Background: an optimization exercise with open tools, aiming at small area and a short achievable clock period. Do not read the settings as production practice. At most, simulation tests tie the RTL to the original design; equivalence was not proved. Power is estimated from default activity; no workload was simulated.

==> module RegistroCargaOut, before the edit <==
module RegistroCargaOut
(
	input  logic        clk,
	input  logic        rst,
	input  logic [15:0] res_d,
	input  logic [6:0]  segD_d,
	output logic [15:0] res_q,
	output logic [6:0]  segD_q
);
	always @ (posedge clk or posedge rst)
		if (rst) begin
			res_q <= 0;
			segD_q <= 0;
		end
		else begin
			res_q <= res_d;
			segD_q <= segD_d;
		end
endmodule
==> module paramCalculator, before the edit <==
module paramCalculator #(parameter KA = 6)
(
	input  logic [15:0]   R,
	input  logic [15:0]   Y,
	input  logic [KA-1:0] rem,
	input  logic [3:0]    op,
	input  logic          zz,
	input  logic          bb,
	output logic [15:0]   res,
	output logic [6:0]    segD
);
	logic [15:0]    rr [KA:16];
	logic [15-KA:0] qlo;
	logic [16:9]    ov;
	logic           mm;
	genvar g;
	assign mm = (op == 4'b1110) | (op == 4'b0010) | (op == 4'b0001);
	assign rr[KA] = {{(16-KA){1'b0}}, rem};
	generate
		for (g = KA + 1; g <= 8; g++) begin : rows
			divRow #(.J(g)) row (.r(rr[g-1]), .b(R[16-g]), .Y(Y), .q(qlo[16-g]), .ro(rr[g]));
		end
		for (g = 9; g <= 16; g++) begin : macs
			macRow #(.J(g)) row (.r(g == 9 ? rr[8] | {16{mm}} : rr[g-1]), .b(R[16-g]), .Y(Y), .m(mm),
				.q(qlo[16-g]), .ro(rr[g]), .ov(ov[g]));
		end
	endgenerate
	function automatic logic [16:0] radd(input logic [15:0] a, input logic [15:0] b, input logic ci);
		logic c;
		c = ci;
		for (int i = 0; i < 16; i++) begin
			radd[i] = a[i] ^ b[i] ^ c;
			c = (a[i] & b[i]) | (a[i] & c) | (b[i] & c);
		end
		radd[16] = c;
	endfunction
	function automatic logic gtr(input logic [15:0] a, input logic [15:0] b);
		logic c;
		c = 1'b0;
		for (int i = 0; i < 16; i++) c = (a[i] & ~b[i]) | (a[i] & c) | (~b[i] & c);
		gtr = c;
	endfunction
	logic        sub, gt, yz, ovf, fN, fZ, fC, fV;
	logic [16:0] s;
	logic [15:0] lg, acc;
	always_comb begin
		sub = op[0];
		gt  = gtr(R, Y);
		s   = radd(R, sub ? ~Y : Y, sub & gt);
		yz  = (Y == 16'd0);
		acc = ~rr[16];
		ovf = bb | (|ov);
		res = 16'd0;
		fN = 1'b0; fZ = 1'b0; fC = 1'b0; fV = 1'b0;
		lg = 16'd0;
		case (op)
			4'b1100: begin  
				if (s[16]) fC = 1'b1;
				else begin
					res = s[15:0];
					fZ = (s[15:0] == 16'd0);
				end
			end
			4'b1101: begin  
				if (gt) res = s[15:0];
				else begin
					res = ~s[15:0];
					fZ = (s[15:0] == 16'hFFFF);
					fN = ~fZ;
				end
			end
			4'b1110: begin  
				if (ovf) fC = 1'b1;
				else begin
					res = acc;
					fZ = zz;
				end
			end
			4'b1111: begin  
				if (yz) fV = 1'b1;
				else begin
					res = {R[15:16-KA], qlo};
					fZ = zz;
				end
			end
			4'b1000: begin  
				if (yz) fV = 1'b1;
				else begin
					res = rr[16];
					fZ = zz;
				end
			end
			4'b0010: begin  
				res = acc;
				fZ = zz;
			end
			4'b0001: begin  
				for (int i = 0; i < 16; i++) res[i] = acc[15-i];
				fZ = zz;
			end
			4'b1001, 4'b1010, 4'b1011: begin
				case (op[1:0])
					2'b01:   lg = R & Y;
					2'b10:   lg = R | Y;
					default: lg = R ^ Y;
				endcase
				res = lg;
				fZ = (lg == 16'd0);
			end
			default: ;
		endcase
		case ({fN, fZ, fC, fV})
			4'b1000: segD = 7'b1111110;
			4'b0100: segD = 7'b0010010;
			4'b0010: segD = 7'b1010101;
			4'b0001: segD = 7'b1000001;
			default: segD = 7'b1111111;
		endcase
	end
endmodule
==> module RegistroALU, before the edit <==
module RegistroALU #(parameter N=16)
(
	clk, rst, Z_in, Y_in, mode_in, btn_change_in,
	segA_out, segB_out, segD_out, aritm_out_out
);
	localparam KA = 5;                
	input  logic clk;
	input  logic rst;
	input  logic [N-1:0] Z_in;
	input  logic [N-1:0] Y_in;
	input  logic [1:0] mode_in;
	input  logic [1:0] btn_change_in;
	output logic [6:0] segA_out;
	output logic [6:0] segB_out;
	output logic [6:0] segD_out;
	output logic [N-1:0] aritm_out_out;
	logic [15:0]   R_a, R_m, Y_a, Y_m;
	logic [KA-1:0] rem_a, rem_m;
	logic          zz_a, zz_m, bb_a, bb_m;
	logic [3:0]    op_m;
	logic [15:0]   res_b;
	logic [6:0]    segD_b;
	aluFront #(.KA(KA)) front (
		.Z(Z_in), .Y(Y_in), .op({btn_change_in, mode_in}),
		.R(R_a), .Yr(Y_a), .rem(rem_a), .zz(zz_a), .bb(bb_a));
	RegistroCargaIn #(.KA(KA)) registroIn (
		.clk(clk), .rst(rst),
		.R_d(R_a), .Y_d(Y_a), .rem_d(rem_a), .op_d({btn_change_in, mode_in}), .zz_d(zz_a), .bb_d(bb_a),
		.R_q(R_m), .Y_q(Y_m), .rem_q(rem_m), .op_q(op_m), .zz_q(zz_m), .bb_q(bb_m));
	paramCalculator #(.KA(KA)) alu (
		.R(R_m), .Y(Y_m), .rem(rem_m), .op(op_m), .zz(zz_m), .bb(bb_m),
		.res(res_b), .segD(segD_b));
	RegistroCargaOut registroOut (
		.clk(clk), .rst(rst), .res_d(res_b), .segD_d(segD_b),
		.res_q(aritm_out_out), .segD_q(segD_out));
	bin2bcd display (
		.bin(aritm_out_out[7:0]), .on(segD_out[6] | segD_out[4]),
		.segA(segA_out), .segB(segB_out));
endmodule
export LEC_CHECK = 0
export ABC_AREA = 1
export CAP_MARGIN = 20
export CORE_MARGIN = 2
export CORE_UTILIZATION = 60
export SLEW_MARGIN = 20
create_clock -name core_clock -period 55.0 [get_ports {clk}]
standard.sh (not shown) runs the stock make flow with config.mk's settings and CLKGATE_MAP_FILE= SYNTH_SCRIPT=/design/flow/synth_recipe.tcl, a recipe that flattens the netlist after the stock synthesis.
==> flow/flow/run.sh <==
#!/bin/bash
# The standard layout with two changes: the synthesized netlist's combinational
# cells go back to x1 before the floorplan (downsize.tcl), and timing repair is
# asked for MARGIN ns of setup slack at the design's period, so that it sizes
# and buffers the real critical paths. Each tool's output goes to a log here.
set -euo pipefail
MARGIN=40
bash standard.sh synth > synth.log 2>&1
RESULTS=orfs/results/sky130hd/RegistroALU/base openroad -no_init -exit flow/downsize.tcl > downsize.log 2>&1
bash standard.sh SETUP_SLACK_MARGIN=$MARGIN finish > layout.log 2>&1
==> flow/flow/downsize.tcl <==
# Sets every combinational cell of the synthesized netlist to the lowest drive
# strength of its kind (x1), undoing the sizing that synthesis did for a timing
# view that does not know the design's input and output delays. The layout's
# own timing repair then sizes up what the real critical paths need.
# Flip-flops are left as synthesis made them.
set results $::env(RESULTS)
read_db $results/1_synth.odb
set db [ord::get_db]
set block [ord::get_db_block]
set n 0
foreach inst [$block getInsts] {
  set name [[$inst getMaster] getName]
  if {![regexp {^(sky130_fd_sc_hd__[a-z0-9]+)_([0-9]+)$} $name -> base drive]} { continue }
  if {[regexp {df|dl|sdf|edf|conb|tap|fill|decap|clkbuf|clkinv|lpflow|probe} $base]} { continue }
  if {$drive <= 1} { continue }
  set m [$db findMaster ${base}_1]
  if {$m == "NULL"} { continue }
  $inst swapMaster $m
  incr n
}
puts "downsized $n cells"
write_db $results/1_synth.odb
Change:
--- a/flow/design.v
+++ b/flow/design.v
@@ -39,16 +39,16 @@
 	input  logic        rst,
 	input  logic [15:0] res_d,
-	input  logic [6:0]  segD_d,
+	input  logic [2:0]  flag_d,
 	output logic [15:0] res_q,
-	output logic [6:0]  segD_q
+	output logic [2:0]  flag_q
 );
 	always @ (posedge clk or posedge rst)
 		if (rst) begin
 			res_q <= 0;
-			segD_q <= 0;
+			flag_q <= 0;
 		end
 		else begin
 			res_q <= res_d;
-			segD_q <= segD_d;
+			flag_q <= flag_d;
 		end
 endmodule
@@ -531,5 +531,5 @@
 	input  logic          bb,
 	output logic [15:0]   res,
-	output logic [6:0]    segD
+	output logic [2:0]    flag
 );
 	logic [15:0]    rr [KA:16];
@@ -634,9 +634,9 @@
 		endcase
 		case ({fN, fZ, fC, fV})
-			4'b1000: segD = 7'b1111110;
-			4'b0100: segD = 7'b0010010;
-			4'b0010: segD = 7'b1010101;
-			4'b0001: segD = 7'b1000001;
-			default: segD = 7'b1111111;
+			4'b1000: flag = 3'b110;
+			4'b0100: flag = 3'b010;
+			4'b0010: flag = 3'b101;
+			4'b0001: flag = 3'b100;
+			default: flag = 3'b111;
 		endcase
 	end
@@ -647,5 +647,5 @@
 	segA_out, segB_out, segD_out, aritm_out_out
 );
-	localparam KA = 5;                
+	localparam KA = 4;                
 	input  logic clk;
 	input  logic rst;
@@ -663,5 +663,5 @@
 	logic [3:0]    op_m;
 	logic [15:0]   res_b;
-	logic [6:0]    segD_b;
+	logic [2:0]    flag_b, flag_q;
 	aluFront #(.KA(KA)) front (
 		.Z(Z_in), .Y(Y_in), .op({btn_change_in, mode_in}),
@@ -673,10 +673,12 @@
 	paramCalculator #(.KA(KA)) alu (
 		.R(R_m), .Y(Y_m), .rem(rem_m), .op(op_m), .zz(zz_m), .bb(bb_m),
-		.res(res_b), .segD(segD_b));
+		.res(res_b), .flag(flag_b));
 	RegistroCargaOut registroOut (
-		.clk(clk), .rst(rst), .res_d(res_b), .segD_d(segD_b),
-		.res_q(aritm_out_out), .segD_q(segD_out));
+		.clk(clk), .rst(rst), .res_d(res_b), .flag_d(flag_b),
+		.res_q(aritm_out_out), .flag_q(flag_q));
 	bin2bcd display (
-		.bin(aritm_out_out[7:0]), .on(segD_out[6] | segD_out[4]),
+		.bin(aritm_out_out[7:0]), .on(flag_q[2] | flag_q[1]),
 		.segA(segA_out), .segB(segB_out));
+	assign segD_out = {flag_q[2], flag_q[2] & flag_q[1], flag_q[1] | flag_q[0], flag_q[2] & flag_q[1],
+	                   flag_q[2] & (flag_q[1] | flag_q[0]), flag_q[1], flag_q[2] & ~(flag_q[1] & ~flag_q[0])};
 endmodule
=> Hold slack is worse by 140 ps; total power went up by about 13%; cell count went up by 1.2%; critical path depth went up by 99; sequential share of layout area went down by 1.4 points.
Function not checked in the second run of this note: the RTL went through the layout flow alone.

-- re-timing with driven ports --
The results above use ideal ports. As a check the final layouts listed here were re-extracted and re-timed, cells and wires unchanged.
Step 1 sets driving cells, clkbuf_16 on the clock port and buf_2 on the other inputs (assumed; they add their load-dependent delay and slew).
Step 2 times the ports against the registers' clock, not the clock port: input delays grow and output delays shrink by t, the midpoint of the rising clock arrivals with the driver on.
Three values: ideal ports, drivers, drivers and shift; two values: the first two.
| run | t (ns) | setup slack, ns | slew at the worst register clock pin (ns) | cell pins on the clock port's net |
|---|---|---|---|---|
| the first run | 0.374 | 40.365 / 40.321 / 40.100 | 0.06 / 0.06 | 1 |
| the second run | 0.372 | 39.276 / 39.276 / 39.276 | 0.06 / 0.06 | 1 |
After both steps setup and hold are still met in every run listed. For the first run, which loses most, drivers alone change the setup slack by -0.044 ns; drivers and shift together by -0.265 ns.
